From an optimization exercise on the open Yosys and OpenROAD flow, aimed at small area and a short achievable clock period; shortcuts taken in it are not production practice.
In this exercise RTL edits were held to simulation tests only and were not proved equivalent to the original.
Power is estimated from default activity; no workload was simulated.

==> design/flow/design.v <==
`timescale 1ns / 1ps
module testAdd(a_1,b_1,sum_1);
	input [63:0] a_1;
	input [63:0] b_1;
	output [63:0] sum_1;
	Add #(.WIDTH(64)) Add_1(a_1,b_1,sum_1);
endmodule
module Add #(parameter WIDTH = 64)(a,b,sum);
input [WIDTH-1:0] a;
input [WIDTH-1:0] b;
output [WIDTH-1:0] sum;
assign{sum} = b + a;
endmodule  
`timescale 1ns / 1ps
module testSub(a_1,b_1,diff_1);
	input [31:0] a_1;
	input [31:0] b_1;
	output [31:0] diff_1;
	Sub #(.WIDTH(32)) Sub_1(a_1,b_1,diff_1);
	endmodule
module Sub #(parameter WIDTH = 32) (a,b,diff);
input [WIDTH - 1: 0] a;
input [WIDTH - 1: 0] b;
output [WIDTH - 1: 0] diff;
	assign{diff} = a - b;
endmodule  
`timescale 1ns / 1ps
module testComp(a_1,b_1,eq_1,lt_1,gt_1);
	input [63:0] a_1;
	input [63:0] b_1;
	output    eq_1;
	output    lt_1;
	output    gt_1;
	Comp #(.WIDTH(64)) Comp_1(a_1,b_1,eq_1,lt_1,gt_1);
endmodule
module Comp #(parameter WIDTH = 64) (a, b, eq, lt, gt);
input [WIDTH - 1:0] a;
input [WIDTH - 1:0] b;
output reg   eq;
output reg   lt;
output reg   gt;
    always @* begin
      if (a<b) begin
        eq = 0;
        lt = 1;
        gt = 0;
      end
      else if (a==b) begin
        eq = 1;
        lt = 0;
        gt = 0;
      end
      else begin
        eq = 0;
        lt = 0;
        gt = 1;
      end
    end
endmodule  
`timescale 1ns / 1ps
module testMux2x1(a_1,b_1,sel_1,d_1);
	input [63:0] a_1;
	input [63:0] b_1;
	input [63:0] sel_1;
	output [63:0] d_1;
	Mux2x1 #(.WIDTH(64)) Mux2x1_1(a_1,b_1,sel_1,d_1);
endmodule
 module Mux2x1 #(parameter WIDTH = 64) (a, b, sel, d);
 input [WIDTH - 1: 0] a; 
 input [WIDTH - 1: 0] b;
 input [WIDTH - 1: 0] sel;
 output [WIDTH - 1: 0] d;
 reg [WIDTH - 1: 0] d;
 always @(a or b or sel)
 if (sel == 1'b0)
 d = a;
 else
 d = b;
 endmodule  
`timescale 1ns / 1ps
module testReg(d_1,Clk,Rst,q_1);
	input Clk;
	input Rst;
	input [31:0] d_1;
	output [31:0] q_1;
	Reg #(.WIDTH(32)) Reg_1(d_1,Clk,Rst,q_1);
endmodule
module Reg #(parameter WIDTH = 32)(d,Clk,Rst,q);
input Clk;
input Rst;
input [WIDTH-1:0] d;
output reg [WIDTH-1:0] q;
 always @(posedge Clk) begin
 if(Rst == 0)begin
 q <= d;
end
end
endmodule  
`timescale 1ns / 1ps
module testSHL(a_1,sh_amt_1,d_1);
	input [1:0] a_1;
	input [1:0] sh_amt_1;
	output [1:0] d_1;
	SHL #(.WIDTH(2)) SHL_1(a_1,sh_amt_1,d_1);
endmodule
module SHL #(parameter WIDTH = 2) (a,sh_amt,d);
input [WIDTH-1 : 0] a;
input [WIDTH-1 : 0] sh_amt;
output [WIDTH-1 : 0] d;
    assign d = {a<<sh_amt};
	endmodule  
`timescale 1ns / 1ps
module testSHR(a_1,sh_amt_1,d_1);
	input [1:0] a_1;
	input [1:0] sh_amt_1;
	output [1:0] d_1;
	SHR #(.WIDTH(2)) SHR_1(a_1,sh_amt_1,d_1);
endmodule
module SHR #(parameter WIDTH = 2) (a,sh_amt,d);
input [WIDTH-1 : 0] a;
input [WIDTH-1 : 0] sh_amt;
output [WIDTH-1 : 0] d;
    assign d = {a>>sh_amt};
	endmodule  
`timescale 1ns / 1ps
module CircuitTest (a,b,c,z,x,clk,rst);
input [63:0] a, b, c;
input clk,rst;
output reg [31:0] z, x;
reg [32:0] ar, yr;
reg er;
wire n1 = a[0] & b[0];
wire n2 = a[0] | b[0];
wire n3 = a[1] & b[1];
wire n4 = a[1] | b[1];
wire n5 = a[2] & b[2];
wire n6 = a[2] | b[2];
wire n7 = a[3] & b[3];
wire n8 = a[3] | b[3];
wire n9 = a[4] & b[4];
wire n10 = a[4] | b[4];
wire n11 = a[5] & b[5];
wire n12 = a[5] | b[5];
wire n13 = a[6] & b[6];
wire n14 = a[6] | b[6];
wire n15 = a[7] & b[7];
wire n16 = a[7] | b[7];
wire n17 = a[8] & b[8];
wire n18 = a[8] | b[8];
wire n19 = a[9] & b[9];
wire n20 = a[9] | b[9];
wire n21 = a[10] & b[10];
wire n22 = a[10] | b[10];
wire n23 = a[11] & b[11];
wire n24 = a[11] | b[11];
wire n25 = a[12] & b[12];
wire n26 = a[12] | b[12];
wire n27 = a[13] & b[13];
wire n28 = a[13] | b[13];
wire n29 = a[14] & b[14];
wire n30 = a[14] | b[14];
wire n31 = a[15] & b[15];
wire n32 = a[15] | b[15];
wire n33 = a[16] & b[16];
wire n34 = a[16] | b[16];
wire n35 = a[17] & b[17];
wire n36 = a[17] | b[17];
wire n37 = a[18] & b[18];
wire n38 = a[18] | b[18];
wire n39 = a[19] & b[19];
wire n40 = a[19] | b[19];
wire n41 = a[20] & b[20];
wire n42 = a[20] | b[20];
wire n43 = a[21] & b[21];
wire n44 = a[21] | b[21];
wire n45 = a[22] & b[22];
wire n46 = a[22] | b[22];
wire n47 = a[23] & b[23];
wire n48 = a[23] | b[23];
wire n49 = a[24] & b[24];
wire n50 = a[24] | b[24];
wire n51 = a[25] & b[25];
wire n52 = a[25] | b[25];
wire n53 = a[26] & b[26];
wire n54 = a[26] | b[26];
wire n55 = a[27] & b[27];
wire n56 = a[27] | b[27];
wire n57 = a[28] & b[28];
wire n58 = a[28] | b[28];
wire n59 = a[29] & b[29];
wire n60 = a[29] | b[29];
wire n61 = a[30] & b[30];
wire n62 = a[30] | b[30];
wire n63 = a[31] & b[31];
wire n64 = a[31] | b[31];
wire n65 = a[32] & b[32];
wire n66 = a[32] | b[32];
wire n67 = a[33] & b[33];
wire n68 = a[33] | b[33];
wire n69 = a[34] & b[34];
wire n70 = a[34] | b[34];
wire n71 = a[35] & b[35];
wire n72 = a[35] | b[35];
wire n73 = a[36] & b[36];
wire n74 = a[36] | b[36];
wire n75 = a[37] & b[37];
wire n76 = a[37] | b[37];
wire n77 = a[38] & b[38];
wire n78 = a[38] | b[38];
wire n79 = a[39] & b[39];
wire n80 = a[39] | b[39];
wire n81 = a[40] & b[40];
wire n82 = a[40] | b[40];
wire n83 = a[41] & b[41];
wire n84 = a[41] | b[41];
wire n85 = a[42] & b[42];
wire n86 = a[42] | b[42];
wire n87 = a[43] & b[43];
wire n88 = a[43] | b[43];
wire n89 = a[44] & b[44];
wire n90 = a[44] | b[44];
wire n91 = a[45] & b[45];
wire n92 = a[45] | b[45];
wire n93 = a[46] & b[46];
wire n94 = a[46] | b[46];
wire n95 = a[47] & b[47];
wire n96 = a[47] | b[47];
wire n97 = a[48] & b[48];
wire n98 = a[48] | b[48];
wire n99 = a[49] & b[49];
wire n100 = a[49] | b[49];
wire n101 = a[50] & b[50];
wire n102 = a[50] | b[50];
wire n103 = a[51] & b[51];
wire n104 = a[51] | b[51];
wire n105 = a[52] & b[52];
wire n106 = a[52] | b[52];
wire n107 = a[53] & b[53];
wire n108 = a[53] | b[53];
wire n109 = a[54] & b[54];
wire n110 = a[54] | b[54];
wire n111 = a[55] & b[55];
wire n112 = a[55] | b[55];
wire n113 = a[56] & b[56];
wire n114 = a[56] | b[56];
wire n115 = a[57] & b[57];
wire n116 = a[57] | b[57];
wire n117 = a[58] & b[58];
wire n118 = a[58] | b[58];
wire n119 = a[59] & b[59];
wire n120 = a[59] | b[59];
wire n121 = a[60] & b[60];
wire n122 = a[60] | b[60];
wire n123 = a[61] & b[61];
wire n124 = a[61] | b[61];
wire n125 = a[62] & b[62];
wire n126 = a[62] | b[62];
wire n127 = a[63] & b[63];
wire n128 = a[63] | b[63];
wire n129 = n3 | (n4 & n1);
wire n130 = n4 & n2;
wire n131 = n7 | (n8 & n5);
wire n132 = n8 & n6;
wire n133 = n11 | (n12 & n9);
wire n134 = n12 & n10;
wire n135 = n15 | (n16 & n13);
wire n136 = n16 & n14;
wire n137 = n19 | (n20 & n17);
wire n138 = n20 & n18;
wire n139 = n23 | (n24 & n21);
wire n140 = n24 & n22;
wire n141 = n27 | (n28 & n25);
wire n142 = n28 & n26;
wire n143 = n31 | (n32 & n29);
wire n144 = n32 & n30;
wire n145 = n35 | (n36 & n33);
wire n146 = n36 & n34;
wire n147 = n39 | (n40 & n37);
wire n148 = n40 & n38;
wire n149 = n43 | (n44 & n41);
wire n150 = n44 & n42;
wire n151 = n47 | (n48 & n45);
wire n152 = n48 & n46;
wire n153 = n51 | (n52 & n49);
wire n154 = n52 & n50;
wire n155 = n55 | (n56 & n53);
wire n156 = n56 & n54;
wire n157 = n59 | (n60 & n57);
wire n158 = n60 & n58;
wire n159 = n63 | (n64 & n61);
wire n160 = n64 & n62;
wire n161 = n67 | (n68 & n65);
wire n162 = n68 & n66;
wire n163 = n71 | (n72 & n69);
wire n164 = n72 & n70;
wire n165 = n75 | (n76 & n73);
wire n166 = n76 & n74;
wire n167 = n79 | (n80 & n77);
wire n168 = n80 & n78;
wire n169 = n83 | (n84 & n81);
wire n170 = n84 & n82;
wire n171 = n87 | (n88 & n85);
wire n172 = n88 & n86;
wire n173 = n91 | (n92 & n89);
wire n174 = n92 & n90;
wire n175 = n95 | (n96 & n93);
wire n176 = n96 & n94;
wire n177 = n99 | (n100 & n97);
wire n178 = n100 & n98;
wire n179 = n103 | (n104 & n101);
wire n180 = n104 & n102;
wire n181 = n107 | (n108 & n105);
wire n182 = n108 & n106;
wire n183 = n111 | (n112 & n109);
wire n184 = n112 & n110;
wire n185 = n115 | (n116 & n113);
wire n186 = n116 & n114;
wire n187 = n119 | (n120 & n117);
wire n188 = n120 & n118;
wire n189 = n123 | (n124 & n121);
wire n190 = n124 & n122;
wire n191 = n127 | (n128 & n125);
wire n192 = n128 & n126;
wire n193 = n131 | (n132 & n129);
wire n194 = n132 & n130;
wire n195 = n135 | (n136 & n133);
wire n196 = n136 & n134;
wire n197 = n139 | (n140 & n137);
wire n198 = n140 & n138;
wire n199 = n143 | (n144 & n141);
wire n200 = n144 & n142;
wire n201 = n147 | (n148 & n145);
wire n202 = n148 & n146;
wire n203 = n151 | (n152 & n149);
wire n204 = n152 & n150;
wire n205 = n155 | (n156 & n153);
wire n206 = n156 & n154;
wire n207 = n159 | (n160 & n157);
wire n208 = n160 & n158;
wire n209 = n163 | (n164 & n161);
wire n210 = n164 & n162;
wire n211 = n167 | (n168 & n165);
wire n212 = n168 & n166;
wire n213 = n171 | (n172 & n169);
wire n214 = n172 & n170;
wire n215 = n175 | (n176 & n173);
wire n216 = n176 & n174;
wire n217 = n179 | (n180 & n177);
wire n218 = n180 & n178;
wire n219 = n183 | (n184 & n181);
wire n220 = n184 & n182;
wire n221 = n187 | (n188 & n185);
wire n222 = n188 & n186;
wire n223 = n191 | (n192 & n189);
wire n224 = n192 & n190;
wire n225 = n195 | (n196 & n193);
wire n226 = n196 & n194;
wire n227 = n199 | (n200 & n197);
wire n228 = n200 & n198;
wire n229 = n203 | (n204 & n201);
wire n230 = n204 & n202;
wire n231 = n207 | (n208 & n205);
wire n232 = n208 & n206;
wire n233 = n211 | (n212 & n209);
wire n234 = n212 & n210;
wire n235 = n215 | (n216 & n213);
wire n236 = n216 & n214;
wire n237 = n219 | (n220 & n217);
wire n238 = n220 & n218;
wire n239 = n223 | (n224 & n221);
wire n240 = n224 & n222;
wire n241 = n227 | (n228 & n225);
wire n242 = n228 & n226;
wire n243 = n231 | (n232 & n229);
wire n244 = n232 & n230;
wire n245 = n235 | (n236 & n233);
wire n246 = n236 & n234;
wire n247 = n239 | (n240 & n237);
wire n248 = n240 & n238;
wire n249 = n243 | (n244 & n241);
wire n250 = n244 & n242;
wire n251 = n247 | (n248 & n245);
wire n252 = n248 & n246;
wire n253 = n251 | (n252 & n249);
wire n254 = n252 & n250;
wire n255 = a[0] & c[0];
wire n256 = a[0] | c[0];
wire n257 = a[1] & c[1];
wire n258 = a[1] | c[1];
wire n259 = a[2] & c[2];
wire n260 = a[2] | c[2];
wire n261 = a[3] & c[3];
wire n262 = a[3] | c[3];
wire n263 = a[4] & c[4];
wire n264 = a[4] | c[4];
wire n265 = a[5] & c[5];
wire n266 = a[5] | c[5];
wire n267 = a[6] & c[6];
wire n268 = a[6] | c[6];
wire n269 = a[7] & c[7];
wire n270 = a[7] | c[7];
wire n271 = a[8] & c[8];
wire n272 = a[8] | c[8];
wire n273 = a[9] & c[9];
wire n274 = a[9] | c[9];
wire n275 = a[10] & c[10];
wire n276 = a[10] | c[10];
wire n277 = a[11] & c[11];
wire n278 = a[11] | c[11];
wire n279 = a[12] & c[12];
wire n280 = a[12] | c[12];
wire n281 = a[13] & c[13];
wire n282 = a[13] | c[13];
wire n283 = a[14] & c[14];
wire n284 = a[14] | c[14];
wire n285 = a[15] & c[15];
wire n286 = a[15] | c[15];
wire n287 = a[16] & c[16];
wire n288 = a[16] | c[16];
wire n289 = a[17] & c[17];
wire n290 = a[17] | c[17];
wire n291 = a[18] & c[18];
wire n292 = a[18] | c[18];
wire n293 = a[19] & c[19];
wire n294 = a[19] | c[19];
wire n295 = a[20] & c[20];
wire n296 = a[20] | c[20];
wire n297 = a[21] & c[21];
wire n298 = a[21] | c[21];
wire n299 = a[22] & c[22];
wire n300 = a[22] | c[22];
wire n301 = a[23] & c[23];
wire n302 = a[23] | c[23];
wire n303 = a[24] & c[24];
wire n304 = a[24] | c[24];
wire n305 = a[25] & c[25];
wire n306 = a[25] | c[25];
wire n307 = a[26] & c[26];
wire n308 = a[26] | c[26];
wire n309 = a[27] & c[27];
wire n310 = a[27] | c[27];
wire n311 = a[28] & c[28];
wire n312 = a[28] | c[28];
wire n313 = a[29] & c[29];
wire n314 = a[29] | c[29];
wire n315 = a[30] & c[30];
wire n316 = a[30] | c[30];
wire n317 = a[31] & c[31];
wire n318 = a[31] | c[31];
wire n319 = a[32] & c[32];
wire n320 = a[32] | c[32];
wire n321 = a[33] & c[33];
wire n322 = a[33] | c[33];
wire n323 = a[34] & c[34];
wire n324 = a[34] | c[34];
wire n325 = a[35] & c[35];
wire n326 = a[35] | c[35];
wire n327 = a[36] & c[36];
wire n328 = a[36] | c[36];
wire n329 = a[37] & c[37];
wire n330 = a[37] | c[37];
wire n331 = a[38] & c[38];
wire n332 = a[38] | c[38];
wire n333 = a[39] & c[39];
wire n334 = a[39] | c[39];
wire n335 = a[40] & c[40];
wire n336 = a[40] | c[40];
wire n337 = a[41] & c[41];
wire n338 = a[41] | c[41];
wire n339 = a[42] & c[42];
wire n340 = a[42] | c[42];
wire n341 = a[43] & c[43];
wire n342 = a[43] | c[43];
wire n343 = a[44] & c[44];
wire n344 = a[44] | c[44];
wire n345 = a[45] & c[45];
wire n346 = a[45] | c[45];
wire n347 = a[46] & c[46];
wire n348 = a[46] | c[46];
wire n349 = a[47] & c[47];
wire n350 = a[47] | c[47];
wire n351 = a[48] & c[48];
wire n352 = a[48] | c[48];
wire n353 = a[49] & c[49];
wire n354 = a[49] | c[49];
wire n355 = a[50] & c[50];
wire n356 = a[50] | c[50];
wire n357 = a[51] & c[51];
wire n358 = a[51] | c[51];
wire n359 = a[52] & c[52];
wire n360 = a[52] | c[52];
wire n361 = a[53] & c[53];
wire n362 = a[53] | c[53];
wire n363 = a[54] & c[54];
wire n364 = a[54] | c[54];
wire n365 = a[55] & c[55];
wire n366 = a[55] | c[55];
wire n367 = a[56] & c[56];
wire n368 = a[56] | c[56];
wire n369 = a[57] & c[57];
wire n370 = a[57] | c[57];
wire n371 = a[58] & c[58];
wire n372 = a[58] | c[58];
wire n373 = a[59] & c[59];
wire n374 = a[59] | c[59];
wire n375 = a[60] & c[60];
wire n376 = a[60] | c[60];
wire n377 = a[61] & c[61];
wire n378 = a[61] | c[61];
wire n379 = a[62] & c[62];
wire n380 = a[62] | c[62];
wire n381 = a[63] & c[63];
wire n382 = a[63] | c[63];
wire n383 = n257 | (n258 & n255);
wire n384 = n258 & n256;
wire n385 = n261 | (n262 & n259);
wire n386 = n262 & n260;
wire n387 = n265 | (n266 & n263);
wire n388 = n266 & n264;
wire n389 = n269 | (n270 & n267);
wire n390 = n270 & n268;
wire n391 = n273 | (n274 & n271);
wire n392 = n274 & n272;
wire n393 = n277 | (n278 & n275);
wire n394 = n278 & n276;
wire n395 = n281 | (n282 & n279);
wire n396 = n282 & n280;
wire n397 = n285 | (n286 & n283);
wire n398 = n286 & n284;
wire n399 = n289 | (n290 & n287);
wire n400 = n290 & n288;
wire n401 = n293 | (n294 & n291);
wire n402 = n294 & n292;
wire n403 = n297 | (n298 & n295);
wire n404 = n298 & n296;
wire n405 = n301 | (n302 & n299);
wire n406 = n302 & n300;
wire n407 = n305 | (n306 & n303);
wire n408 = n306 & n304;
wire n409 = n309 | (n310 & n307);
wire n410 = n310 & n308;
wire n411 = n313 | (n314 & n311);
wire n412 = n314 & n312;
wire n413 = n317 | (n318 & n315);
wire n414 = n318 & n316;
wire n415 = n321 | (n322 & n319);
wire n416 = n322 & n320;
wire n417 = n325 | (n326 & n323);
wire n418 = n326 & n324;
wire n419 = n329 | (n330 & n327);
wire n420 = n330 & n328;
wire n421 = n333 | (n334 & n331);
wire n422 = n334 & n332;
wire n423 = n337 | (n338 & n335);
wire n424 = n338 & n336;
wire n425 = n341 | (n342 & n339);
wire n426 = n342 & n340;
wire n427 = n345 | (n346 & n343);
wire n428 = n346 & n344;
wire n429 = n349 | (n350 & n347);
wire n430 = n350 & n348;
wire n431 = n353 | (n354 & n351);
wire n432 = n354 & n352;
wire n433 = n357 | (n358 & n355);
wire n434 = n358 & n356;
wire n435 = n361 | (n362 & n359);
wire n436 = n362 & n360;
wire n437 = n365 | (n366 & n363);
wire n438 = n366 & n364;
wire n439 = n369 | (n370 & n367);
wire n440 = n370 & n368;
wire n441 = n373 | (n374 & n371);
wire n442 = n374 & n372;
wire n443 = n377 | (n378 & n375);
wire n444 = n378 & n376;
wire n445 = n381 | (n382 & n379);
wire n446 = n382 & n380;
wire n447 = n385 | (n386 & n383);
wire n448 = n386 & n384;
wire n449 = n389 | (n390 & n387);
wire n450 = n390 & n388;
wire n451 = n393 | (n394 & n391);
wire n452 = n394 & n392;
wire n453 = n397 | (n398 & n395);
wire n454 = n398 & n396;
wire n455 = n401 | (n402 & n399);
wire n456 = n402 & n400;
wire n457 = n405 | (n406 & n403);
wire n458 = n406 & n404;
wire n459 = n409 | (n410 & n407);
wire n460 = n410 & n408;
wire n461 = n413 | (n414 & n411);
wire n462 = n414 & n412;
wire n463 = n417 | (n418 & n415);
wire n464 = n418 & n416;
wire n465 = n421 | (n422 & n419);
wire n466 = n422 & n420;
wire n467 = n425 | (n426 & n423);
wire n468 = n426 & n424;
wire n469 = n429 | (n430 & n427);
wire n470 = n430 & n428;
wire n471 = n433 | (n434 & n431);
wire n472 = n434 & n432;
wire n473 = n437 | (n438 & n435);
wire n474 = n438 & n436;
wire n475 = n441 | (n442 & n439);
wire n476 = n442 & n440;
wire n477 = n445 | (n446 & n443);
wire n478 = n446 & n444;
wire n479 = n449 | (n450 & n447);
wire n480 = n450 & n448;
wire n481 = n453 | (n454 & n451);
wire n482 = n454 & n452;
wire n483 = n457 | (n458 & n455);
wire n484 = n458 & n456;
wire n485 = n461 | (n462 & n459);
wire n486 = n462 & n460;
wire n487 = n465 | (n466 & n463);
wire n488 = n466 & n464;
wire n489 = n469 | (n470 & n467);
wire n490 = n470 & n468;
wire n491 = n473 | (n474 & n471);
wire n492 = n474 & n472;
wire n493 = n477 | (n478 & n475);
wire n494 = n478 & n476;
wire n495 = n481 | (n482 & n479);
wire n496 = n482 & n480;
wire n497 = n485 | (n486 & n483);
wire n498 = n486 & n484;
wire n499 = n489 | (n490 & n487);
wire n500 = n490 & n488;
wire n501 = n493 | (n494 & n491);
wire n502 = n494 & n492;
wire n503 = n497 | (n498 & n495);
wire n504 = n498 & n496;
wire n505 = n501 | (n502 & n499);
wire n506 = n502 & n500;
wire n507 = n505 | (n506 & n503);
wire n508 = n506 & n504;
wire n509 = ~b[0] & c[0];
wire n510 = ~(b[0] ^ c[0]);
wire n511 = ~b[1] & c[1];
wire n512 = ~(b[1] ^ c[1]);
wire n513 = ~b[2] & c[2];
wire n514 = ~(b[2] ^ c[2]);
wire n515 = ~b[3] & c[3];
wire n516 = ~(b[3] ^ c[3]);
wire n517 = ~b[4] & c[4];
wire n518 = ~(b[4] ^ c[4]);
wire n519 = ~b[5] & c[5];
wire n520 = ~(b[5] ^ c[5]);
wire n521 = ~b[6] & c[6];
wire n522 = ~(b[6] ^ c[6]);
wire n523 = ~b[7] & c[7];
wire n524 = ~(b[7] ^ c[7]);
wire n525 = ~b[8] & c[8];
wire n526 = ~(b[8] ^ c[8]);
wire n527 = ~b[9] & c[9];
wire n528 = ~(b[9] ^ c[9]);
wire n529 = ~b[10] & c[10];
wire n530 = ~(b[10] ^ c[10]);
wire n531 = ~b[11] & c[11];
wire n532 = ~(b[11] ^ c[11]);
wire n533 = ~b[12] & c[12];
wire n534 = ~(b[12] ^ c[12]);
wire n535 = ~b[13] & c[13];
wire n536 = ~(b[13] ^ c[13]);
wire n537 = ~b[14] & c[14];
wire n538 = ~(b[14] ^ c[14]);
wire n539 = ~b[15] & c[15];
wire n540 = ~(b[15] ^ c[15]);
wire n541 = ~b[16] & c[16];
wire n542 = ~(b[16] ^ c[16]);
wire n543 = ~b[17] & c[17];
wire n544 = ~(b[17] ^ c[17]);
wire n545 = ~b[18] & c[18];
wire n546 = ~(b[18] ^ c[18]);
wire n547 = ~b[19] & c[19];
wire n548 = ~(b[19] ^ c[19]);
wire n549 = ~b[20] & c[20];
wire n550 = ~(b[20] ^ c[20]);
wire n551 = ~b[21] & c[21];
wire n552 = ~(b[21] ^ c[21]);
wire n553 = ~b[22] & c[22];
wire n554 = ~(b[22] ^ c[22]);
wire n555 = ~b[23] & c[23];
wire n556 = ~(b[23] ^ c[23]);
wire n557 = ~b[24] & c[24];
wire n558 = ~(b[24] ^ c[24]);
wire n559 = ~b[25] & c[25];
wire n560 = ~(b[25] ^ c[25]);
wire n561 = ~b[26] & c[26];
wire n562 = ~(b[26] ^ c[26]);
wire n563 = ~b[27] & c[27];
wire n564 = ~(b[27] ^ c[27]);
wire n565 = ~b[28] & c[28];
wire n566 = ~(b[28] ^ c[28]);
wire n567 = ~b[29] & c[29];
wire n568 = ~(b[29] ^ c[29]);
wire n569 = ~b[30] & c[30];
wire n570 = ~(b[30] ^ c[30]);
wire n571 = ~b[31] & c[31];
wire n572 = ~(b[31] ^ c[31]);
wire n573 = ~b[32] & c[32];
wire n574 = ~(b[32] ^ c[32]);
wire n575 = ~b[33] & c[33];
wire n576 = ~(b[33] ^ c[33]);
wire n577 = ~b[34] & c[34];
wire n578 = ~(b[34] ^ c[34]);
wire n579 = ~b[35] & c[35];
wire n580 = ~(b[35] ^ c[35]);
wire n581 = ~b[36] & c[36];
wire n582 = ~(b[36] ^ c[36]);
wire n583 = ~b[37] & c[37];
wire n584 = ~(b[37] ^ c[37]);
wire n585 = ~b[38] & c[38];
wire n586 = ~(b[38] ^ c[38]);
wire n587 = ~b[39] & c[39];
wire n588 = ~(b[39] ^ c[39]);
wire n589 = ~b[40] & c[40];
wire n590 = ~(b[40] ^ c[40]);
wire n591 = ~b[41] & c[41];
wire n592 = ~(b[41] ^ c[41]);
wire n593 = ~b[42] & c[42];
wire n594 = ~(b[42] ^ c[42]);
wire n595 = ~b[43] & c[43];
wire n596 = ~(b[43] ^ c[43]);
wire n597 = ~b[44] & c[44];
wire n598 = ~(b[44] ^ c[44]);
wire n599 = ~b[45] & c[45];
wire n600 = ~(b[45] ^ c[45]);
wire n601 = ~b[46] & c[46];
wire n602 = ~(b[46] ^ c[46]);
wire n603 = ~b[47] & c[47];
wire n604 = ~(b[47] ^ c[47]);
wire n605 = ~b[48] & c[48];
wire n606 = ~(b[48] ^ c[48]);
wire n607 = ~b[49] & c[49];
wire n608 = ~(b[49] ^ c[49]);
wire n609 = ~b[50] & c[50];
wire n610 = ~(b[50] ^ c[50]);
wire n611 = ~b[51] & c[51];
wire n612 = ~(b[51] ^ c[51]);
wire n613 = ~b[52] & c[52];
wire n614 = ~(b[52] ^ c[52]);
wire n615 = ~b[53] & c[53];
wire n616 = ~(b[53] ^ c[53]);
wire n617 = ~b[54] & c[54];
wire n618 = ~(b[54] ^ c[54]);
wire n619 = ~b[55] & c[55];
wire n620 = ~(b[55] ^ c[55]);
wire n621 = ~b[56] & c[56];
wire n622 = ~(b[56] ^ c[56]);
wire n623 = ~b[57] & c[57];
wire n624 = ~(b[57] ^ c[57]);
wire n625 = ~b[58] & c[58];
wire n626 = ~(b[58] ^ c[58]);
wire n627 = ~b[59] & c[59];
wire n628 = ~(b[59] ^ c[59]);
wire n629 = ~b[60] & c[60];
wire n630 = ~(b[60] ^ c[60]);
wire n631 = ~b[61] & c[61];
wire n632 = ~(b[61] ^ c[61]);
wire n633 = ~b[62] & c[62];
wire n634 = ~(b[62] ^ c[62]);
wire n635 = ~b[63] & c[63];
wire n636 = ~(b[63] ^ c[63]);
wire n637 = n511 | (n512 & n509);
wire n638 = n512 & n510;
wire n639 = n515 | (n516 & n513);
wire n640 = n516 & n514;
wire n641 = n519 | (n520 & n517);
wire n642 = n520 & n518;
wire n643 = n523 | (n524 & n521);
wire n644 = n524 & n522;
wire n645 = n527 | (n528 & n525);
wire n646 = n528 & n526;
wire n647 = n531 | (n532 & n529);
wire n648 = n532 & n530;
wire n649 = n535 | (n536 & n533);
wire n650 = n536 & n534;
wire n651 = n539 | (n540 & n537);
wire n652 = n540 & n538;
wire n653 = n543 | (n544 & n541);
wire n654 = n544 & n542;
wire n655 = n547 | (n548 & n545);
wire n656 = n548 & n546;
wire n657 = n551 | (n552 & n549);
wire n658 = n552 & n550;
wire n659 = n555 | (n556 & n553);
wire n660 = n556 & n554;
wire n661 = n559 | (n560 & n557);
wire n662 = n560 & n558;
wire n663 = n563 | (n564 & n561);
wire n664 = n564 & n562;
wire n665 = n567 | (n568 & n565);
wire n666 = n568 & n566;
wire n667 = n571 | (n572 & n569);
wire n668 = n572 & n570;
wire n669 = n575 | (n576 & n573);
wire n670 = n576 & n574;
wire n671 = n579 | (n580 & n577);
wire n672 = n580 & n578;
wire n673 = n583 | (n584 & n581);
wire n674 = n584 & n582;
wire n675 = n587 | (n588 & n585);
wire n676 = n588 & n586;
wire n677 = n591 | (n592 & n589);
wire n678 = n592 & n590;
wire n679 = n595 | (n596 & n593);
wire n680 = n596 & n594;
wire n681 = n599 | (n600 & n597);
wire n682 = n600 & n598;
wire n683 = n603 | (n604 & n601);
wire n684 = n604 & n602;
wire n685 = n607 | (n608 & n605);
wire n686 = n608 & n606;
wire n687 = n611 | (n612 & n609);
wire n688 = n612 & n610;
wire n689 = n615 | (n616 & n613);
wire n690 = n616 & n614;
wire n691 = n619 | (n620 & n617);
wire n692 = n620 & n618;
wire n693 = n623 | (n624 & n621);
wire n694 = n624 & n622;
wire n695 = n627 | (n628 & n625);
wire n696 = n628 & n626;
wire n697 = n631 | (n632 & n629);
wire n698 = n632 & n630;
wire n699 = n635 | (n636 & n633);
wire n700 = n636 & n634;
wire n701 = n639 | (n640 & n637);
wire n702 = n640 & n638;
wire n703 = n643 | (n644 & n641);
wire n704 = n644 & n642;
wire n705 = n647 | (n648 & n645);
wire n706 = n648 & n646;
wire n707 = n651 | (n652 & n649);
wire n708 = n652 & n650;
wire n709 = n655 | (n656 & n653);
wire n710 = n656 & n654;
wire n711 = n659 | (n660 & n657);
wire n712 = n660 & n658;
wire n713 = n663 | (n664 & n661);
wire n714 = n664 & n662;
wire n715 = n667 | (n668 & n665);
wire n716 = n668 & n666;
wire n717 = n671 | (n672 & n669);
wire n718 = n672 & n670;
wire n719 = n675 | (n676 & n673);
wire n720 = n676 & n674;
wire n721 = n679 | (n680 & n677);
wire n722 = n680 & n678;
wire n723 = n683 | (n684 & n681);
wire n724 = n684 & n682;
wire n725 = n687 | (n688 & n685);
wire n726 = n688 & n686;
wire n727 = n691 | (n692 & n689);
wire n728 = n692 & n690;
wire n729 = n695 | (n696 & n693);
wire n730 = n696 & n694;
wire n731 = n699 | (n700 & n697);
wire n732 = n700 & n698;
wire n733 = n703 | (n704 & n701);
wire n734 = n704 & n702;
wire n735 = n707 | (n708 & n705);
wire n736 = n708 & n706;
wire n737 = n711 | (n712 & n709);
wire n738 = n712 & n710;
wire n739 = n715 | (n716 & n713);
wire n740 = n716 & n714;
wire n741 = n719 | (n720 & n717);
wire n742 = n720 & n718;
wire n743 = n723 | (n724 & n721);
wire n744 = n724 & n722;
wire n745 = n727 | (n728 & n725);
wire n746 = n728 & n726;
wire n747 = n731 | (n732 & n729);
wire n748 = n732 & n730;
wire n749 = n735 | (n736 & n733);
wire n750 = n736 & n734;
wire n751 = n739 | (n740 & n737);
wire n752 = n740 & n738;
wire n753 = n743 | (n744 & n741);
wire n754 = n744 & n742;
wire n755 = n747 | (n748 & n745);
wire n756 = n748 & n746;
wire n757 = n751 | (n752 & n749);
wire n758 = n752 & n750;
wire n759 = n755 | (n756 & n753);
wire n760 = n756 & n754;
wire n761 = n759 | (n760 & n757);
wire n762 = n760 & n758;
wire cd = n253;
wire ce = n507;
wire bLTc = n761;
wire dEQe = n762;
wire dLTe = (cd ^ ce) ? cd : bLTc;
wire [32:0] y = dLTe ? c[32:0] : b[32:0];
wire n763 = ar[0] ^ yr[0];
wire n764 = ar[1] ^ yr[1];
wire n765 = ar[2] ^ yr[2];
wire n766 = ar[3] ^ yr[3];
wire n767 = ar[4] ^ yr[4];
wire n768 = ar[5] ^ yr[5];
wire n769 = ar[6] ^ yr[6];
wire n770 = ar[7] ^ yr[7];
wire n771 = ar[8] ^ yr[8];
wire n772 = ar[9] ^ yr[9];
wire n773 = ar[10] ^ yr[10];
wire n774 = ar[11] ^ yr[11];
wire n775 = ar[12] ^ yr[12];
wire n776 = ar[13] ^ yr[13];
wire n777 = ar[14] ^ yr[14];
wire n778 = ar[15] ^ yr[15];
wire n779 = ar[16] ^ yr[16];
wire n780 = ar[17] ^ yr[17];
wire n781 = ar[18] ^ yr[18];
wire n782 = ar[19] ^ yr[19];
wire n783 = ar[20] ^ yr[20];
wire n784 = ar[21] ^ yr[21];
wire n785 = ar[22] ^ yr[22];
wire n786 = ar[23] ^ yr[23];
wire n787 = ar[24] ^ yr[24];
wire n788 = ar[25] ^ yr[25];
wire n789 = ar[26] ^ yr[26];
wire n790 = ar[27] ^ yr[27];
wire n791 = ar[28] ^ yr[28];
wire n792 = ar[29] ^ yr[29];
wire n793 = ar[30] ^ yr[30];
wire n794 = ar[31] ^ yr[31];
wire n795 = ar[32] ^ yr[32];
wire n796 = ar[0] & yr[0];
wire n797 = ar[1] & yr[1];
wire n798 = ar[2] & yr[2];
wire n799 = ar[3] & yr[3];
wire n800 = ar[4] & yr[4];
wire n801 = ar[5] & yr[5];
wire n802 = ar[6] & yr[6];
wire n803 = ar[7] & yr[7];
wire n804 = ar[8] & yr[8];
wire n805 = ar[9] & yr[9];
wire n806 = ar[10] & yr[10];
wire n807 = ar[11] & yr[11];
wire n808 = ar[12] & yr[12];
wire n809 = ar[13] & yr[13];
wire n810 = ar[14] & yr[14];
wire n811 = ar[15] & yr[15];
wire n812 = ar[16] & yr[16];
wire n813 = ar[17] & yr[17];
wire n814 = ar[18] & yr[18];
wire n815 = ar[19] & yr[19];
wire n816 = ar[20] & yr[20];
wire n817 = ar[21] & yr[21];
wire n818 = ar[22] & yr[22];
wire n819 = ar[23] & yr[23];
wire n820 = ar[24] & yr[24];
wire n821 = ar[25] & yr[25];
wire n822 = ar[26] & yr[26];
wire n823 = ar[27] & yr[27];
wire n824 = ar[28] & yr[28];
wire n825 = ar[29] & yr[29];
wire n826 = ar[30] & yr[30];
wire n827 = ar[31] & yr[31];
wire n828 = ar[32] & yr[32];
wire n829 = n797 | (n764 & n796);
wire n830 = n764 & n763;
wire n831 = n799 | (n766 & n798);
wire n832 = n766 & n765;
wire n833 = n801 | (n768 & n800);
wire n834 = n768 & n767;
wire n835 = n803 | (n770 & n802);
wire n836 = n770 & n769;
wire n837 = n805 | (n772 & n804);
wire n838 = n772 & n771;
wire n839 = n807 | (n774 & n806);
wire n840 = n774 & n773;
wire n841 = n809 | (n776 & n808);
wire n842 = n776 & n775;
wire n843 = n811 | (n778 & n810);
wire n844 = n778 & n777;
wire n845 = n813 | (n780 & n812);
wire n846 = n780 & n779;
wire n847 = n815 | (n782 & n814);
wire n848 = n782 & n781;
wire n849 = n817 | (n784 & n816);
wire n850 = n784 & n783;
wire n851 = n819 | (n786 & n818);
wire n852 = n786 & n785;
wire n853 = n821 | (n788 & n820);
wire n854 = n788 & n787;
wire n855 = n823 | (n790 & n822);
wire n856 = n790 & n789;
wire n857 = n825 | (n792 & n824);
wire n858 = n792 & n791;
wire n859 = n827 | (n794 & n826);
wire n860 = n794 & n793;
wire n861 = n831 | (n832 & n829);
wire n862 = n832 & n830;
wire n863 = n835 | (n836 & n833);
wire n864 = n836 & n834;
wire n865 = n839 | (n840 & n837);
wire n866 = n840 & n838;
wire n867 = n843 | (n844 & n841);
wire n868 = n844 & n842;
wire n869 = n847 | (n848 & n845);
wire n870 = n848 & n846;
wire n871 = n851 | (n852 & n849);
wire n872 = n852 & n850;
wire n873 = n855 | (n856 & n853);
wire n874 = n856 & n854;
wire n875 = n859 | (n860 & n857);
wire n876 = n860 & n858;
wire n877 = n863 | (n864 & n861);
wire n878 = n864 & n862;
wire n879 = n867 | (n868 & n865);
wire n880 = n868 & n866;
wire n881 = n871 | (n872 & n869);
wire n882 = n872 & n870;
wire n883 = n875 | (n876 & n873);
wire n884 = n876 & n874;
wire n885 = n879 | (n880 & n877);
wire n886 = n880 & n878;
wire n887 = n883 | (n884 & n881);
wire n888 = n884 & n882;
wire n889 = n887 | (n888 & n885);
wire n890 = n888 & n886;
wire n891 = n881 | (n882 & n885);
wire n892 = n882 & n886;
wire n893 = n865 | (n866 & n877);
wire n894 = n866 & n878;
wire n895 = n869 | (n870 & n885);
wire n896 = n870 & n886;
wire n897 = n873 | (n874 & n891);
wire n898 = n874 & n892;
wire n899 = n833 | (n834 & n861);
wire n900 = n834 & n862;
wire n901 = n837 | (n838 & n877);
wire n902 = n838 & n878;
wire n903 = n841 | (n842 & n893);
wire n904 = n842 & n894;
wire n905 = n845 | (n846 & n885);
wire n906 = n846 & n886;
wire n907 = n849 | (n850 & n895);
wire n908 = n850 & n896;
wire n909 = n853 | (n854 & n891);
wire n910 = n854 & n892;
wire n911 = n857 | (n858 & n897);
wire n912 = n858 & n898;
wire n913 = n798 | (n765 & n829);
wire n914 = n765 & n830;
wire n915 = n800 | (n767 & n861);
wire n916 = n767 & n862;
wire n917 = n802 | (n769 & n899);
wire n918 = n769 & n900;
wire n919 = n804 | (n771 & n877);
wire n920 = n771 & n878;
wire n921 = n806 | (n773 & n901);
wire n922 = n773 & n902;
wire n923 = n808 | (n775 & n893);
wire n924 = n775 & n894;
wire n925 = n810 | (n777 & n903);
wire n926 = n777 & n904;
wire n927 = n812 | (n779 & n885);
wire n928 = n779 & n886;
wire n929 = n814 | (n781 & n905);
wire n930 = n781 & n906;
wire n931 = n816 | (n783 & n895);
wire n932 = n783 & n896;
wire n933 = n818 | (n785 & n907);
wire n934 = n785 & n908;
wire n935 = n820 | (n787 & n891);
wire n936 = n787 & n892;
wire n937 = n822 | (n789 & n909);
wire n938 = n789 & n910;
wire n939 = n824 | (n791 & n897);
wire n940 = n791 & n898;
wire n941 = n826 | (n793 & n911);
wire n942 = n793 & n912;
wire n943 = n828 | (n795 & n889);
wire n944 = n795 & n890;
wire n945 = n764 ^ n796;
wire n946 = n765 ^ n829;
wire n947 = n766 ^ n913;
wire n948 = n767 ^ n861;
wire n949 = n768 ^ n915;
wire n950 = n769 ^ n899;
wire n951 = n770 ^ n917;
wire n952 = n771 ^ n877;
wire n953 = n772 ^ n919;
wire n954 = n773 ^ n901;
wire n955 = n774 ^ n921;
wire n956 = n775 ^ n893;
wire n957 = n776 ^ n923;
wire n958 = n777 ^ n903;
wire n959 = n778 ^ n925;
wire n960 = n779 ^ n885;
wire n961 = n780 ^ n927;
wire n962 = n781 ^ n905;
wire n963 = n782 ^ n929;
wire n964 = n783 ^ n895;
wire n965 = n784 ^ n931;
wire n966 = n785 ^ n907;
wire n967 = n786 ^ n933;
wire n968 = n787 ^ n891;
wire n969 = n788 ^ n935;
wire n970 = n789 ^ n909;
wire n971 = n790 ^ n937;
wire n972 = n791 ^ n897;
wire n973 = n792 ^ n939;
wire n974 = n793 ^ n911;
wire n975 = n794 ^ n941;
wire n976 = n795 ^ n889;
wire n977 = yr[0] ^ er;
wire n978 = yr[1] ^ er;
wire n979 = yr[2] ^ er;
wire n980 = yr[3] ^ er;
wire n981 = yr[4] ^ er;
wire n982 = yr[5] ^ er;
wire n983 = yr[6] ^ er;
wire n984 = yr[7] ^ er;
wire n985 = yr[8] ^ er;
wire n986 = yr[9] ^ er;
wire n987 = yr[10] ^ er;
wire n988 = yr[11] ^ er;
wire n989 = yr[12] ^ er;
wire n990 = yr[13] ^ er;
wire n991 = yr[14] ^ er;
wire n992 = yr[15] ^ er;
wire n993 = yr[16] ^ er;
wire n994 = yr[17] ^ er;
wire n995 = yr[18] ^ er;
wire n996 = yr[19] ^ er;
wire n997 = yr[20] ^ er;
wire n998 = yr[21] ^ er;
wire n999 = yr[22] ^ er;
wire n1000 = yr[23] ^ er;
wire n1001 = yr[24] ^ er;
wire n1002 = yr[25] ^ er;
wire n1003 = yr[26] ^ er;
wire n1004 = yr[27] ^ er;
wire n1005 = yr[28] ^ er;
wire n1006 = yr[29] ^ er;
wire n1007 = yr[30] ^ er;
wire n1008 = yr[31] ^ er;
wire n1009 = ar[0] ^ n977;
wire n1010 = ar[1] ^ n978;
wire n1011 = ar[2] ^ n979;
wire n1012 = ar[3] ^ n980;
wire n1013 = ar[4] ^ n981;
wire n1014 = ar[5] ^ n982;
wire n1015 = ar[6] ^ n983;
wire n1016 = ar[7] ^ n984;
wire n1017 = ar[8] ^ n985;
wire n1018 = ar[9] ^ n986;
wire n1019 = ar[10] ^ n987;
wire n1020 = ar[11] ^ n988;
wire n1021 = ar[12] ^ n989;
wire n1022 = ar[13] ^ n990;
wire n1023 = ar[14] ^ n991;
wire n1024 = ar[15] ^ n992;
wire n1025 = ar[16] ^ n993;
wire n1026 = ar[17] ^ n994;
wire n1027 = ar[18] ^ n995;
wire n1028 = ar[19] ^ n996;
wire n1029 = ar[20] ^ n997;
wire n1030 = ar[21] ^ n998;
wire n1031 = ar[22] ^ n999;
wire n1032 = ar[23] ^ n1000;
wire n1033 = ar[24] ^ n1001;
wire n1034 = ar[25] ^ n1002;
wire n1035 = ar[26] ^ n1003;
wire n1036 = ar[27] ^ n1004;
wire n1037 = ar[28] ^ n1005;
wire n1038 = ar[29] ^ n1006;
wire n1039 = ar[30] ^ n1007;
wire n1040 = ar[31] ^ n1008;
wire n1041 = ar[0] & n977;
wire n1042 = ar[1] & n978;
wire n1043 = ar[2] & n979;
wire n1044 = ar[3] & n980;
wire n1045 = ar[4] & n981;
wire n1046 = ar[5] & n982;
wire n1047 = ar[6] & n983;
wire n1048 = ar[7] & n984;
wire n1049 = ar[8] & n985;
wire n1050 = ar[9] & n986;
wire n1051 = ar[10] & n987;
wire n1052 = ar[11] & n988;
wire n1053 = ar[12] & n989;
wire n1054 = ar[13] & n990;
wire n1055 = ar[14] & n991;
wire n1056 = ar[15] & n992;
wire n1057 = ar[16] & n993;
wire n1058 = ar[17] & n994;
wire n1059 = ar[18] & n995;
wire n1060 = ar[19] & n996;
wire n1061 = ar[20] & n997;
wire n1062 = ar[21] & n998;
wire n1063 = ar[22] & n999;
wire n1064 = ar[23] & n1000;
wire n1065 = ar[24] & n1001;
wire n1066 = ar[25] & n1002;
wire n1067 = ar[26] & n1003;
wire n1068 = ar[27] & n1004;
wire n1069 = ar[28] & n1005;
wire n1070 = ar[29] & n1006;
wire n1071 = ar[30] & n1007;
wire n1072 = ar[31] & n1008;
wire n1073 = n1041 | (n1009 & er);
wire n1074 = n1042 | (n1010 & n1073);
wire n1075 = n1010 & n1009;
wire n1076 = n1044 | (n1012 & n1043);
wire n1077 = n1012 & n1011;
wire n1078 = n1046 | (n1014 & n1045);
wire n1079 = n1014 & n1013;
wire n1080 = n1048 | (n1016 & n1047);
wire n1081 = n1016 & n1015;
wire n1082 = n1050 | (n1018 & n1049);
wire n1083 = n1018 & n1017;
wire n1084 = n1052 | (n1020 & n1051);
wire n1085 = n1020 & n1019;
wire n1086 = n1054 | (n1022 & n1053);
wire n1087 = n1022 & n1021;
wire n1088 = n1056 | (n1024 & n1055);
wire n1089 = n1024 & n1023;
wire n1090 = n1058 | (n1026 & n1057);
wire n1091 = n1026 & n1025;
wire n1092 = n1060 | (n1028 & n1059);
wire n1093 = n1028 & n1027;
wire n1094 = n1062 | (n1030 & n1061);
wire n1095 = n1030 & n1029;
wire n1096 = n1064 | (n1032 & n1063);
wire n1097 = n1032 & n1031;
wire n1098 = n1066 | (n1034 & n1065);
wire n1099 = n1034 & n1033;
wire n1100 = n1068 | (n1036 & n1067);
wire n1101 = n1036 & n1035;
wire n1102 = n1070 | (n1038 & n1069);
wire n1103 = n1038 & n1037;
wire n1104 = n1072 | (n1040 & n1071);
wire n1105 = n1040 & n1039;
wire n1106 = n1076 | (n1077 & n1074);
wire n1107 = n1077 & n1075;
wire n1108 = n1080 | (n1081 & n1078);
wire n1109 = n1081 & n1079;
wire n1110 = n1084 | (n1085 & n1082);
wire n1111 = n1085 & n1083;
wire n1112 = n1088 | (n1089 & n1086);
wire n1113 = n1089 & n1087;
wire n1114 = n1092 | (n1093 & n1090);
wire n1115 = n1093 & n1091;
wire n1116 = n1096 | (n1097 & n1094);
wire n1117 = n1097 & n1095;
wire n1118 = n1100 | (n1101 & n1098);
wire n1119 = n1101 & n1099;
wire n1120 = n1104 | (n1105 & n1102);
wire n1121 = n1105 & n1103;
wire n1122 = n1108 | (n1109 & n1106);
wire n1123 = n1109 & n1107;
wire n1124 = n1112 | (n1113 & n1110);
wire n1125 = n1113 & n1111;
wire n1126 = n1116 | (n1117 & n1114);
wire n1127 = n1117 & n1115;
wire n1128 = n1120 | (n1121 & n1118);
wire n1129 = n1121 & n1119;
wire n1130 = n1124 | (n1125 & n1122);
wire n1131 = n1125 & n1123;
wire n1132 = n1128 | (n1129 & n1126);
wire n1133 = n1129 & n1127;
wire n1134 = n1132 | (n1133 & n1130);
wire n1135 = n1133 & n1131;
wire n1136 = n1126 | (n1127 & n1130);
wire n1137 = n1127 & n1131;
wire n1138 = n1110 | (n1111 & n1122);
wire n1139 = n1111 & n1123;
wire n1140 = n1114 | (n1115 & n1130);
wire n1141 = n1115 & n1131;
wire n1142 = n1118 | (n1119 & n1136);
wire n1143 = n1119 & n1137;
wire n1144 = n1078 | (n1079 & n1106);
wire n1145 = n1079 & n1107;
wire n1146 = n1082 | (n1083 & n1122);
wire n1147 = n1083 & n1123;
wire n1148 = n1086 | (n1087 & n1138);
wire n1149 = n1087 & n1139;
wire n1150 = n1090 | (n1091 & n1130);
wire n1151 = n1091 & n1131;
wire n1152 = n1094 | (n1095 & n1140);
wire n1153 = n1095 & n1141;
wire n1154 = n1098 | (n1099 & n1136);
wire n1155 = n1099 & n1137;
wire n1156 = n1102 | (n1103 & n1142);
wire n1157 = n1103 & n1143;
wire n1158 = n1043 | (n1011 & n1074);
wire n1159 = n1011 & n1075;
wire n1160 = n1045 | (n1013 & n1106);
wire n1161 = n1013 & n1107;
wire n1162 = n1047 | (n1015 & n1144);
wire n1163 = n1015 & n1145;
wire n1164 = n1049 | (n1017 & n1122);
wire n1165 = n1017 & n1123;
wire n1166 = n1051 | (n1019 & n1146);
wire n1167 = n1019 & n1147;
wire n1168 = n1053 | (n1021 & n1138);
wire n1169 = n1021 & n1139;
wire n1170 = n1055 | (n1023 & n1148);
wire n1171 = n1023 & n1149;
wire n1172 = n1057 | (n1025 & n1130);
wire n1173 = n1025 & n1131;
wire n1174 = n1059 | (n1027 & n1150);
wire n1175 = n1027 & n1151;
wire n1176 = n1061 | (n1029 & n1140);
wire n1177 = n1029 & n1141;
wire n1178 = n1063 | (n1031 & n1152);
wire n1179 = n1031 & n1153;
wire n1180 = n1065 | (n1033 & n1136);
wire n1181 = n1033 & n1137;
wire n1182 = n1067 | (n1035 & n1154);
wire n1183 = n1035 & n1155;
wire n1184 = n1069 | (n1037 & n1142);
wire n1185 = n1037 & n1143;
wire n1186 = n1071 | (n1039 & n1156);
wire n1187 = n1039 & n1157;
wire n1188 = n1009 ^ er;
wire n1189 = n1010 ^ n1073;
wire n1190 = n1011 ^ n1074;
wire n1191 = n1012 ^ n1158;
wire n1192 = n1013 ^ n1106;
wire n1193 = n1014 ^ n1160;
wire n1194 = n1015 ^ n1144;
wire n1195 = n1016 ^ n1162;
wire n1196 = n1017 ^ n1122;
wire n1197 = n1018 ^ n1164;
wire n1198 = n1019 ^ n1146;
wire n1199 = n1020 ^ n1166;
wire n1200 = n1021 ^ n1138;
wire n1201 = n1022 ^ n1168;
wire n1202 = n1023 ^ n1148;
wire n1203 = n1024 ^ n1170;
wire n1204 = n1025 ^ n1130;
wire n1205 = n1026 ^ n1172;
wire n1206 = n1027 ^ n1150;
wire n1207 = n1028 ^ n1174;
wire n1208 = n1029 ^ n1140;
wire n1209 = n1030 ^ n1176;
wire n1210 = n1031 ^ n1152;
wire n1211 = n1032 ^ n1178;
wire n1212 = n1033 ^ n1136;
wire n1213 = n1034 ^ n1180;
wire n1214 = n1035 ^ n1154;
wire n1215 = n1036 ^ n1182;
wire n1216 = n1037 ^ n1142;
wire n1217 = n1038 ^ n1184;
wire n1218 = n1039 ^ n1156;
wire n1219 = n1040 ^ n1186;
wire [32:0] greg = {n976, n975, n974, n973, n972, n971, n970, n969, n968, n967, n966, n965, n964, n963, n962, n961, n960, n959, n958, n957, n956, n955, n954, n953, n952, n951, n950, n949, n948, n947, n946, n945, n763};
wire [31:0] hreg = {n1219, n1218, n1217, n1216, n1215, n1214, n1213, n1212, n1211, n1210, n1209, n1208, n1207, n1206, n1205, n1204, n1203, n1202, n1201, n1200, n1199, n1198, n1197, n1196, n1195, n1194, n1193, n1192, n1191, n1190, n1189, n1188};
always @(posedge clk) begin
  if (!rst) begin
    ar <= a[32:0];
    yr <= y;
    er <= dEQe;
    x <= dLTe ? {hreg[30:0], 1'b0} : hreg;
    z <= dEQe ? greg[32:1] : greg[31:0];
  end
end
endmodule
==> design/flow/flow/run.sh <==
#!/bin/bash
# Own layout flow: the standard ORFS flow (standard.sh) with two changes:
#  - no Yosys full/half-adder extraction (ADDER_MAP_FILE empty), so ABC maps the
#    hand-written prefix carry logic itself;
#  - the port buffers that buffer_ports inserts on every input and output are
#    sky130_fd_sc_hd__buf_1 instead of the default delay buffer.
# Make's full output goes to flow_make.log here; each ORFS step keeps its own log
# under orfs/logs/.
set -uo pipefail
bash standard.sh ADDER_MAP_FILE= \
  "BUFFER_PORTS_ARGS=-buffer_cell sky130_fd_sc_hd__buf_1" \
  finish > flow_make.log 2>&1
==> design/flow/standard.sh <==
#!/bin/bash
# synth_recipe.tcl (not shown) runs the flow's synth.tcl, then flattens the netlist and writes it again
# the make line also repeats each setting of config.mk as NAME=value (left out here)
make -C /OpenROAD-flow-scripts/flow DESIGN_CONFIG=/design/flow/config.mk WORK_HOME=/design/flow/orfs CLKGATE_MAP_FILE= SYNTH_SCRIPT=/design/flow/synth_recipe.tcl "${@:-finish}"
==> design/flow/config.mk <==
export PLATFORM = sky130hd
export DESIGN_NAME = CircuitTest
export DESIGN_NICKNAME = CircuitTest
export VERILOG_FILES = /design/flow/design.v
export SDC_FILE = /design/flow/constraint.sdc
export NUM_CORES = 4
export LEC_CHECK = 0
export ABC_AREA = 1
export CAP_MARGIN = 20
export CORE_MARGIN = 2
export CORE_UTILIZATION = 40
export CTS_BUF_LIST = sky130_fd_sc_hd__clkbuf_8
export SETUP_SLACK_MARGIN = 4
export SLEW_MARGIN = 20
export TNS_END_PERCENT = 0
==> design/flow/constraint.sdc <==
create_clock -name core_clock -period 7.5 [get_ports {clk}]
set_input_delay 1.5000 -clock core_clock [delete_from_list [all_inputs] [get_ports {clk}]]
set_output_delay 1.5000 -clock core_clock [all_outputs]
set_load 0.01 [all_outputs]
==> results of run 1 <==
## Yosys cell counts (9+ instances only)
cell      instances
nand2_2          23
o22ai_1          15
nand3_1          86
nor2_1          182
xnor2_1          32
xor2_1           49
o21ai_0         148
buf_2            12
o211ai_1         12
or2_1             9
inv_1           266
nand3b_1         12
a211oi_1         12
a21oi_1          73
edfxtp_1        131
nand2_1         582
nor3_1           34
## worst max-delay path by stage
stage,endpoint,from
floorplan,ar[0],rst
global placement,z[27],c[47]
detailed placement,z[17],c[47]
CTS,yr[22],a[27]
global route,yr[22],b[57]
finish,yr[25],a[27]
## where the power goes
group,internal [mW],switching (mW)
Sequential,1.01,0.0706
Combinational,0.452,0.832
Clock,0.358,0.278
Total,1.82,1.18
## registers in the layout, indices dropped and copies added, names as in the netlist
register and flops:
ar 33, yr 33, er 1, x 32
z 32
## what timing repair did
action,in CTS,in global routing
setup buffers,0,9
endpoints found under the setup margin,98,87
endpoints found under the hold margin,0,0
pin swaps,1,9
cloned,2,10
gates resized for setup,27,48
## layer usage
| metal | wire (um) | GRT usage |
|---|---|---|
| met3 | 2729 | 0.04892 |
| met5 | 0 | 0 |
| met1 | 16560 | 0.2929 |
| met4 | 986 | 0.08230 |
| met2 | 16470 | 0.3706 |
## stage by stage
stage | util | setup WS (ps)
after floorplan | - | 3724
after global placement | 0.4537 | 2561
after detailed placement | 0.4537 | 2380
after CTS | 0.4731 | 4003
after global routing | 0.4853 | 3955
final | 0.4853 | 4052
## kinds of logic after synthesis
group           synth area share
fa+ha+maj              0.0008510
xor+xnor                 0.06957
buf+inv                  0.09946
flops                     0.3344
simple gates              0.3426
compound gates            0.1531
## area by class of cell
| cell class | count | area (um2) | share of cell area |
|---|---|---|---|
| diodes | 2 | 5.005 | 0.0003574 |
| clock buffers | 17 | 234.0 | 0.01671 |
| clock inverters | 15 | 190.2 | 0.01358 |
| inverters | 266 | 1010 | 0.07211 |
| multi-input cells | 1369 | 6842 | 0.4886 |
| flip-flops and latches | 131 | 3934 | 0.2809 |
| well taps | 384 | 480.5 | 0.03431 |
| repair buffers | 279 | 1289 | 0.09203 |
| repair inverters | 3 | 20.02 | 0.001430 |
## worst register-to-register path, stage by stage, from the launching register on
cell and delay [ps]:
edfxtp_1 360, buf_8 340, clkinvlp_4 190, buf_4 210
buf_4 160, nand2_1 80, nand3_1 120, nand2_2 130
nor2_1 50, nor2_1 130, nand2_1 110, a21oi_2 180
nand2_2 80, nand2_1 60, nand2_1 100, nand2_1 80
nand2_1 70, nand2_1 90, nand2_1 60, nand3_1 60
nand2_1 90, o21ai_1 200
==> impl_metrics.ini, run 1 <==
[power]
power_mw = 2.996
p_per_area_mw_per_mm2 = 213.9
ir_drop_v = 0.0001021
p_leak_nw = 6.595

[routing]
routed_wl_mm = 36.75
via_per_inst = 4.966
drt_pre_antenna_iters = 5
postRouteAntennaNets = 0
vias = 12250
drt_iter0_markers = 757
wl_per_cell_um = 14.90
drcViolationCount = 0

[yosys]
synth.distinct_cells = 56
netlist_area_mm2 = 0.01176
avgSynthCellArea_um2 = 6.575
synth_edf_count = 131
syn_nets = 1983
synth_area_leaders = edfxtp_1, nand2_1, inv_1
yosysSeqAreaShare = 0.3344
dominantRegCellSynth = edfxtp_1
ys_ff_latch = 131
synth_top_cell_area_share = 0.3344
synthCells = 1789
synth_top_area_cell = edfxtp_1
yosys_warnings = 1
async_flop_share = 0

[finish]
syn2layout_area_growth_pct = 19.05
drive_gt1_frac = 0.07596
mostFrequentLayoutCells = nand2_1, inv_1, buf_1, nor2_1, o21ai_0
final_nets = 2261
design_area_mm2 = 0.01400
final_common_cell = nand2_1
n_fill_cell = 3056
final-instance-count-excl-fill = 2466

[placement]
dp_hpwl_mm = 28.29
portBuffers = 257
placedCellCount = 2411
gp_congestion = 0.9467
place_area_mm2 = 0.01309

[die]
initial_core_util = 0.4076
die_h_um = 175.5
die_x_um = 175.5
die_area_mm2 = 0.03079
ios = 258
coreArea_mm2 = 0.02886
core.rowCount = 62

[sta]
clock.fmax_mhz = 290.0
skew_ps = 10.06
fin_crit_ps = 3448
relSlewSlack = 0.4004
hold_slack_ps = 780.3
worstMarginPinSlew_ps = 899.4
slew_viol_final = 0
setup_viol = 0
finalHoldViolCount = 0
fin_tns_setup_ps = 0
rsz0062_at_grt = yes
finalCritPeriodShare = 0.4597

[global_routing]
grt_max_degree = 70
grt_pass1_vias = 11280
grt_overflow_total = 0
grt_pass1_wl_mm = 55.36
antenna_found_initial = 2
grt_usage = 0.2257

[setup_path]
reg2reg_from = er
slowest_stage = a21oi_2
cp_top_family = simple AND/OR/NAND/NOR gates
r2r_slack_ps = 4400
path_cells = clkbuf_2, nor2_1, inv_1, o21ai_0, nor2_1, nand2_1, nand3_1, nand2_1, nand3_1, a21oi_2, nand2_1, a21oi_2, nand2_4, nand2_2, o21ai_4, buf_12, buf_6, nand2_1, o21ai_0
cp-start-kind = input pin
path_depth = 19
crit_arrival_ps = 3640
reg2reg_depth = 21
reg2reg_to = x[24]
cp-end-kind = register
crit_buf_inv = 4
crit_top_cell = nand2_1
slowest_delay_ps = 290
cp.required_ps = 7690
cp_max_fo = 10
critPathKind = input pin to register

[clock_network]
cts_root_buffer = clkbuf_8
cts.sinks = 131
cts_tree = built
clock_path_buffers = 2
cts_buffers = 17
cts_hold_buf = 0
clk_pin_slew_worst_paths_ps = 70
htreeDepth = 4
clock_latency_ps = 450

[hold_path]
hold_end = x[0]
min_path_type = register to register
hold_path_depth = 2
min_from = ar[0]

[flow_run]
cap_viol_max_count = 0

[run_status]
status = no timing/DRC/antenna violations
==> inputs of run 2 (changes only) <==
--- a/design/flow/config.mk
+++ b/design/flow/config.mk
@@ -9,5 +9,5 @@
 export CAP_MARGIN = 20
 export CORE_MARGIN = 2
-export CORE_UTILIZATION = 40
+export CORE_UTILIZATION = 50
 export CTS_BUF_LIST = sky130_fd_sc_hd__clkbuf_8
 export SETUP_SLACK_MARGIN = 4
==> run 2 against run 1 <==
  * Combinational power hardly changed
  * Power is 1.3% lower
  * Final area is 1.2% lower
  * Maximum frequency is 0.71% higher
  * Hold slack better by 14 ps
  * Critical path depth is 5 lower
  * Critical endpoint is now yr[31]
  * Largest power group unchanged
  * Highest routed layer unchanged
==> impl_metrics.ini, run 2 <==
[run_status]
status = no timing/DRC/antenna violations

[yosys]
yosys_warnings = 1
avgSynthCellArea_um2 = 6.575
synth_top_cell_area_share = 0.3344
netlist_area_mm2 = 0.01176
synth_edf_count = 131
syn_nets = 1983
synth.most_common_cell = nand2_1
synth_common_cells = nand2_1, inv_1, nor2_1
dominantRegCellSynth = edfxtp_1
synth_top_area_cell = edfxtp_1
synth_area_leaders = edfxtp_1, nand2_1, inv_1
synth.distinct_cells = 56
ys_ff_latch = 131
async_flop_share = 0
synthCells = 1789
yosysSeqAreaShare = 0.3344

[die]
die_h_um = 157.4
die_area_mm2 = 0.02477
initial_core_util = 0.5056
ios = 258
die_x_um = 157.4
coreArea_mm2 = 0.02326
core.rowCount = 56

[sta]
finalHoldViolCount = 0
setup_viol = 0
relSlewSlack = 0.4534
worstMarginPinSlew_ps = 819.8
skew_ps = 12.76
finalCritPeriodShare = 0.4565
slew_viol_final = 0
fin_crit_ps = 3423
clock.fmax_mhz = 292.1
fin_tns_setup_ps = 0
rsz0062_at_grt = yes
hold_slack_ps = 794.1

[setup_path]
cp_top_family = simple AND/OR/NAND/NOR gates
reg2reg_depth = 21
reg2reg_from = er
slowest_stage = nor3_4
cp-end-kind = register
path_cells = buf_1, xor2_1, nor3_1, nand2_1, nor4_4, nand3_1, nor3_4, a21oi_4, nand2_2, o21ai_4, buf_12, clkbuf_16, nand2_1, o21ai_0
critPathKind = input pin to register
cp-start-kind = input pin
reg2reg_to = x[28]
r2r_slack_ps = 4300
slowest_delay_ps = 260
cp_max_fo = 10
crit_top_cell = nand2_1
crit_arrival_ps = 3600
crit_buf_inv = 3
cp.required_ps = 7670

[clock_network]
htreeDepth = 4
cts_hold_buf = 0
cts_tree = built
clock_latency_ps = 440
cts_root_buffer = clkbuf_8
clk_pin_slew_worst_paths_ps = 70
cts_buffers = 17
cts.sinks = 131
clock_path_buffers = 2

[placement]
placedCellCount = 2346
portBuffers = 257
dp_hpwl_mm = 25.39
gp_congestion = 0.8779

[hold_path]
min_path_type = register to register
hold_path_depth = 2
hold_end = x[0]
min_from = ar[0]

[flow_run]
cap_viol_max_count = 0

[finish]
syn2layout_area_growth_pct = 17.67
reg_top3 = ar x33, yr x33
mostFrequentLayoutCells = nand2_1, inv_1, buf_1, nor2_1, o21ai_0
n_fill_cell = 2289
final_nets = 2258
drive_gt1_frac = 0.06599
final-instance-count-excl-fill = 2396
final_common_cell = nand2_1

[routing]
via_per_inst = 5.068
vias = 12140
wl_per_cell_um = 13.82
routed_wl_mm = 33.11
drt_iter0_markers = 842
drcViolationCount = 0
postRouteAntennaNets = 0
drt_pre_antenna_iters = 5

[global_routing]
grt_max_degree = 81
grt_overflow_total = 0
grt_usage = 0.2498
antenna_found_initial = 1
grt_pass1_wl_mm = 49.18
grt_pass1_vias = 10350

[power]
p_leak_nw = 6.554
p_per_area_mw_per_mm2 = 213.7
ir_drop_v = 0.0001341
==> run 2: where the power goes <==
group / switching, mW / internal [mW] / leakage (nW)
combinational: 0.820 / 0.450 / 5.06
sequential: 0.0683 / 1.01 / 1.28
clock: 0.261 / 0.353 / 0.208
total: 1.15 / 1.81 / 6.55
==> run 2: worst max-delay path by stage <==
stage                from  endpoint  cells after the start
floorplan             rst     ar[0]                      1
global placement    c[47]     z[27]                     10
detailed placement  c[47]     z[13]                     10
CTS                 a[31]     x[24]                     13
global route        c[47]     yr[0]                     14
finish              c[47]    yr[31]                     14
==> run 2: final cells by class <==
type | count | area [um2] | area share
Antenna cell | 1 | 2.502 | 0.0001808
Clock buffer | 17 | 234.0 | 0.01690
Clock inverter | 14 | 172.7 | 0.01248
Inverter | 266 | 1010 | 0.07295
Multi-Input combinational cell | 1369 | 6818 | 0.4926
Sequential cell | 131 | 3934 | 0.2842
Tap cell | 319 | 399.1 | 0.02884
Timing Repair Buffer | 277 | 1256 | 0.09076
Timing Repair inverter | 2 | 15.01 | 0.001085
==> run 2: worst reg2reg max path: cells and delay by family, from the launching register on <==
kind	cells	cell delay, ps
compound gates	2	390
simple gates	16	1450
buf+inv	3	800
flops	1	340
==> run 2: metal layers <==
| metal | routed length, um | up-vias | track usage | share of wire |
|---|---|---|---|---|
| li1 | - | 6362 | - | - |
| met1 | 15330 | 5307 | 0.3492 | 0.46 |
| met2 | 14400 | 430 | 0.3913 | 0.43 |
| met3 | 2664 | 45 | 0.04846 | 0.080 |
| met4 | 719 | 0 | 0.07576 | 0.022 |
| met5 | 0 | - | 0 | 0 |
==> run 2: metrics by stage <==
| stage | instance area [um2] | utilization | total power, mW | setup WS [ps] |
|---|---|---|---|---|
| global route | 13840 | 0.5950 | 3.182 | 3941 |
| CTS | 13480 | 0.5796 | 2.888 | 3948 |
| floorplan | 11770 | - | 1.929 | 3724 |
| finish | 13840 | 0.5950 | 2.958 | 4077 |
| detailed placement | 13010 | 0.5593 | 2.265 | 2362 |
| global placement | 13010 | 0.5593 | 2.251 | 2458 |
==> run 2: logic make-up after synthesis <==
kind of cell               count (synthesis)  share of synthesized area
AOI/OAI and AO/OA                        313                     0.1531
xor gates and xnor gates                  87                    0.06957
adders and majority gates                  1                  0.0008510
buffers and inverters                    290                    0.09946
DFF                                      131                     0.3344
and+or+nand+nor                          967                     0.3426
==> run 2: repair_timing <==
| item | CTS | global route |
|---|---|---|
| resized for setup | 13 | 47 |
| setup buffers | 0 | 7 |
| pin swaps | 0 | 7 |
| setup endpoints to repair | 98 | 98 |
| cloned | 2 | 9 |

[port drivers added, routing unchanged]
No port has a modelled driver above. Below, the same layouts with a new extraction and two added sets of constraints. Step 1: set_driving_cell puts a clkbuf_16 on clk and a buf_2 on each other input, an assumption about the parent block. Step 2 also shifts input and output timing later by t, the mid clock arrival at the registers, as if the neighbouring blocks saw the same clock. Slacks: no drivers / after step 1 / after step 2; pairs: no drivers / after step 1.
| run | t, ns | setup WS [ns] | latest minus earliest clock arrival (ns) | worst register clock-pin slew, ns | cell pins on the clock port's net |
|---|---|---|---|---|---|
| run 1 | 0.493 | 4.052 / 4.075 / 3.582 | 0.010 / 0.010 | 0.08 / 0.08 | 1 |
| run 2 | 0.472 | 4.077 / 4.064 / 3.593 | 0.014 / 0.013 | 0.08 / 0.08 | 1 |
After both steps every run listed still meets setup and hold. For run 2, which loses most, drivers alone change the setup slack by -0.013 ns; drivers and shift together by -0.484 ns.
